This design comes from an exercise in tuning for small area and a short achievable clock period on the open sky130 flow, not from production work.
Function was checked by simulation only, so behaviour that the tests miss may differ from the original.

==> flow/design.v (outline; a module is shown in full before it is edited, if it fits) <==
// module notch_filter_q15: 17162 lines
// module nf_x2: 3 lines
// module nf_ha: 4 lines
// module nf_fa: 4 lines
module notch_filter_q15 (
    input logic clk,
    input logic reset,
    input logic signed [15:0] x_in,
    output logic signed [15:0] y_out,
    input logic signed [15:0] b0,
    input logic signed [15:0] b1,
    input logic signed [15:0] b2,
    input logic signed [15:0] a1,
    input logic signed [15:0] a2
);
  // ...
==> flow/flow/run.sh <==
#!/bin/bash
# The standard layout (standard.sh), with two changes to how it is made:
#  - every input and output port still gets its own buffer, but a plain
#    buf_1 (the resizer upsizes it where timing needs it) instead of the
#    clkdlybuf4s50_1 that buffer_ports picks by default;
#  - timing repair aims at a setup margin of 5 ns.
# Clock period, constraints and the synthesis are the standard flow's own.
export BUFFER_PORTS_ARGS="-buffer_cell sky130_fd_sc_hd__buf_1"
export SETUP_SLACK_MARGIN=5
export REMOVE_ABC_BUFFERS=1
bash standard.sh > standard.log 2>&1
==> flow/standard.sh <==
#!/bin/bash
# synth_recipe.tcl (not shown) runs the flow's synth.tcl, then flattens the netlist and writes it again
# the make line also repeats each setting of config.mk as NAME=value (left out here)
make -C /OpenROAD-flow-scripts/flow DESIGN_CONFIG=/design/flow/config.mk WORK_HOME=/design/flow/orfs CLKGATE_MAP_FILE= SYNTH_SCRIPT=/design/flow/synth_recipe.tcl "${@:-finish}"
==> flow/config.mk <==
export PLATFORM = sky130hd
export DESIGN_NAME = notch_filter_q15
export DESIGN_NICKNAME = notch_filter_q15
export VERILOG_FILES = /design/flow/design.v
export SDC_FILE = /design/flow/constraint.sdc
export NUM_CORES = 4
export LEC_CHECK = 0
export ABC_AREA = 1
export CAP_MARGIN = 20
export CORE_MARGIN = 2
export CORE_UTILIZATION = 55
export CTS_BUF_LIST = sky130_fd_sc_hd__clkbuf_4 sky130_fd_sc_hd__clkbuf_8
export SLEW_MARGIN = 20
export SYNTH_HIERARCHICAL = 1
export SYNTH_MINIMUM_KEEP_SIZE = 0
==> flow/constraint.sdc <==
create_clock -name core_clock -period 20.5 [get_ports {clk}]
set_input_delay 4.1000 -clock core_clock [delete_from_list [all_inputs] [get_ports {clk}]]
set_output_delay 4.1000 -clock core_clock [all_outputs]
set_load 0.01 [all_outputs]
==> reports/summary.txt, run 1 <==
cell repeated most along the worst path: nand2_1
number of I/O pins: 114
outcome: finished clean
antenna cell count: 1
Non-clock buffering overhead: 4.95%
area of all sequential standard cells: 1700 um^2
post-route cell area: 46600 um^2
top flip-flop cell by instance count after synthesis: dfrtp_1
number of hold violations in the final report: 0
count of maximum capacitance violations: 0
count of buffering cells on the critical path with inverters included: 5
Worst-Skew Late Latency: 0.37 ns
worst setup path startpoint: a1[1]
number of distinct standard cells referenced by the synthesized netlist: 59
mapped cell area: 44100 um^2
routed length on met3: 13800 um
fill cell instance count of the final layout: 7169
data arrival time of the worst path: 15.23 ns
type of origin of the critical path: input pin
reg-to-reg critical path startpoint: w1[23]
slew at the pin closest to its max-slew limit: 1.11 ns
post-synth top area share: 36.7%
reg2reg setup slack: 8.89 ns
CTS tree: yes
stages on the worst setup path: 45
cell depth of the worst flop-to-flop path: 40
first-pass GRT wire length: 227000 um
GR Util met1: 48.1%
Max transition margin: 26.0%
number of buffers inserted to repair setup after CTS: 1
Worst Setup End Kind: flip-flop
mux cell area share after synthesis: 0%
GR met3 Demand/Resource: 5.83%
total setup violations reported at the end of the flow: 0
Seq area share: 3.65%
sequential-to-total area share from yosys stat: 3.86%
==> run 2: changes to the inputs <==
--- a/flow/flow/run.sh
+++ b/flow/flow/run.sh
@@ -7,5 +7,4 @@
 # Clock period, constraints and the synthesis are the standard flow's own.
 export BUFFER_PORTS_ARGS="-buffer_cell sky130_fd_sc_hd__buf_1"
 export SETUP_SLACK_MARGIN=5
-export REMOVE_ABC_BUFFERS=1
 bash standard.sh > standard.log 2>&1
==> run 2 against run 1 <==
Against the previous run:
- worst setup slack improved by 0.072 ns
- routed wire length rose by 1.0%
- die area is the same
- sequential cell count unchanged
- synthesized cell count unchanged
- via count fell by 0.20%
- hold slack improved by 0.0026 ns
- still clean
- synthesized area stayed put
==> reports/summary.txt, run 2 <==
number of flops mapped to enable cells by yosys: 0
final count of pins violating max slew: 0
IO buf count: 113
mapped cell area: 44100 um^2 (unchanged)
cell repeated most along the worst path: fa_1
count of unresolved DRC violations after routing: 0
PnR worst setup slack: 5.60 ns
Tightest Hold Check Type: reg -> reg
data arrival time of the worst path: 15.20 ns (-0.03 ns)
weighted congestion reported at the end of routability-driven placement: 0.884
proportion of register bits with asynchronous set or reset after synthesis: 100%
number of buffers created by CTS: 9
most used cells in the layout excluding fill and tap cells: xor2_1 (1011), o22ai_1 (971), fa_1 (809), nand2_1 (308), ha_1 (304)
top flip-flop cell by instance count after synthesis: dfrtp_1
largest net degree at the start of global routing: 63
placeable core area: 79300 um^2
starting density of the core: 55.7%
total setup violations reported at the end of the flow: 0 (unchanged)
shortest period the worst path allows: 14.90 ns
number of rows created at floorplan: 103
Final #Nets: 5885
commonest non-fill, non-tap cell in the layout: xor2_1
cell type contributing the most total cell area after synthesis: fa_1
Post-DP HPWL: 106000 um
portion of the clock cycle consumed by the worst path in the final layout: 72.7%
R2R Path End: yq[3]
Max transition margin: 22.6% (-3.4 points)
post-synth top area share: 36.7% (unchanged)
first-pass iteration count of the detailed router: 6
Crit Path Class: in -> reg
flip-flop and latch count after synthesis: 68
highest net fanout along the worst path: 30
total gr overflow: 0
full die area: 82500 um^2
worst hold path endpoint: w2[10]
count of maximum capacitance violations: 0 (unchanged)
top cells by instance count after synthesis: xor2_1 (1011), o22ai_1 (971), fa_1 (810)
clock-pin slew on the worst setup and hold paths: 0.10 ns
RSZ-0062 raised after global routing: no
Worst-Skew Late Latency: 0.40 ns (+0.03 ns)
number of distinct standard cells referenced by the synthesized netlist: 59 (unchanged)
detailed-route via count: 37.4k
type of origin of the critical path: input pin
Sum Neg Setup Slack: 0 ns
sequential-to-total area share from yosys stat: 3.86% (unchanged)
leading cell type by number of instances after synthesis: xor2_1
CTS tree: yes
GR Util All Layers: 36.2%
cell depth of the worst flop-to-flop path: 39 (-2.5%)
highest cell delay on the worst timing path: 0.54 ns
share of cells above drive strength 1: 6.63%
wire per inst: 26.0 um
cell count of the worst hold path: 0
via count of the first global-routing pass: 38.0k
# H-tree levels: 3
hold-fix buffers at CTS: 0
antenna violations before repair: 3
startpoint of the worst hold path: w1[10]
cell count after synthesis: 4847
clk root buf: clkbuf_8
reg2reg setup slack: 8.79 ns (-0.10 ns)
Layout Area Growth over Synthesis: 4.61%
number of hold violations in the final report: 0 (unchanged)
Worst Path Required: 20.80 ns
outcome: finished clean
remaining number of nets flagged by the antenna check after routing: 0
Max Freq: 67.1 MHz
initial detailed-routing violation count: 3686
Worst Setup End Kind: flip-flop
number of I/O pins: 114 (unchanged)
slew at the pin closest to its max-slew limit: 1.16 ns (+0.0539 ns)
master of the slowest instance on the critical path: fa_1
die span in y: 287 um
final worst clock skew: 0.0269 ns
Area contributors post-synth: fa_1 (37%), xor2_1 (20%), o22ai_1 (14%), ha_1 (8.6%), dfrtp_1 (3.9%)
Max Buffers Root-to-Sink: 2
wire length after detailed routing: 149000 um
reg-to-reg critical path startpoint: w1[19]
first-pass GRT wire length: 230000 um (+1.3%)
Warnings, synthesis: 7
horizontal extent of the die: 287 um
registers with the most flip-flops: w1 x32, w2 x32, yq x4
worst slack, placed: 3.69 ns
mean instance size in the synthesized netlist: 9.10 um^2
clock tree sinks: 68
routed via count divided by cell count: 6.54
run 2: cell count changes in the layout (fill, tap and decap cells not counted), sizes merged:
cell / before / now
clkbuf: 42 / 39
bufinv: 2 / 0
buf: 272 / 248
clkinvlp: 1 / 4
nand2: 336 / 335
clkinv: 17 / 16
inv: 247 / 248
run 2: critical path, delay by kind of cell:
family | cells | cell delay [ns]
compound gates | 10 | 1.67
xor+xnor | 3 | 0.56
fa+ha+maj | 16 | 5.94
buf+inv | 7 | 0.93
simple gates | 18 | 1.95
run 2: what timing repair did:
item | in CTS | in global routing
hold endpoints to repair | 0 | 0
cloned | 0 | 8
pin swaps | 0 | 4
endpoints found under the setup margin | 4 | 3
setup buffers | 0 | 17
resized for setup | 24 | 103
run 2: kinds of logic after synthesis:
group	synth area share, %
XOR/XNOR	20.9
adder cells (fa/ha/maj)	45.4
buffers and inverters	6.32
flip-flops	3.86
AND/OR/NAND/NOR	6.26
AO/OA/AOI/OAI	17.2
run 2: worst max-delay path by stage:
| stage | start | end | cells after the start |
|---|---|---|---|
| floorplan | a1[11] | yq[3] | 57 |
| global placement | a1[3] | yq[3] | 53 |
| detailed placement | a1[1] | yq[3] | 53 |
| CTS | a2[0] | yq[3] | 58 |
| global route | a2[1] | yq[3] | 63 |
| finish | a2[1] | yq[3] | 54 |
run 2: cell type report:
type | count | area, um^2
Clock inverter | 7 | 51.3
Sequential cell | 68 | 1700
Fill cell | 7182 | 33100
Antenna cell | 1 | 2.50
Clock buffer | 9 | 124
Multi-Input combinational cell | 4054 | 39900
Tap cell | 1050 | 1310
Inverter | 261 | 992
Timing Repair Buffer | 278 | 2080
run 2: stage by stage:
| step | instance area, um^2 | hold slack, ns | util, % | instances |
|---|---|---|---|---|
| 6_report | 46200 | 0.382 | 58.2 | 5728 |
| 5_1_grt | 46200 | 0.392 | 58.2 | 5727 |
| 4_1_cts | 45500 | 0.383 | 57.4 | 5702 |
| 3_5_place_dp | 45300 | 0.364 | 57.1 | 5686 |
| 3_3_place_gp | 45200 | 0.360 | 57.1 | 5685 |
| 2_1_floorplan | 44100 | 0.354 | - | 4847 |
run 2: modules after synthesis, one instance, submodules excluded:
module,cells,cell area (um^2),copies in the design
nf_ha,1,12.5,260
notch_filter_q15,3762,24600,1
nf_fa,1,20.0,810
nf_x2,5,18.8,3
run 2: layer usage:
metal | wire length, um | GRT usage, % | up-vias
met5 | 26 | 0 | -
met4 | 5690 | 12.6 | 4
met3 | 14100 | 7.21 | 340
met2 | 68600 | 57.0 | 1931
met1 | 60400 | 49.8 | 18900
li1 | - | - | 16300

-- static timing again, ports no longer ideal --
The flow's constraints put no driver on any port. The routed layouts listed below were extracted and timed again, unchanged, in two steps.
Step 1 assumes that a clkbuf_16 drives the clock port and a buf_2 every other input.
Step 2 moves the port delays by t, midway between the first and last clock arrival at a register: inputs arrive t later, outputs are due t later. That takes back most of the time a late clock gives input paths.
Three values: no drivers, after step 1, after step 2; two values: the first two.
run | t, ns | setup slack, ns | slew at the worst register clock pin (ns) | cell pins on the clock port's net
run 1 | 0.395 | 5.533 / 5.535 / 5.140 | 0.10 / 0.10 | 1
run 2 | 0.434 | 5.605 / 5.619 / 5.185 | 0.10 / 0.10 | 1
After both steps every run listed still meets setup and hold. For run 2, which loses most, drivers alone change the setup slack by +0.014 ns; drivers and shift together by -0.420 ns.
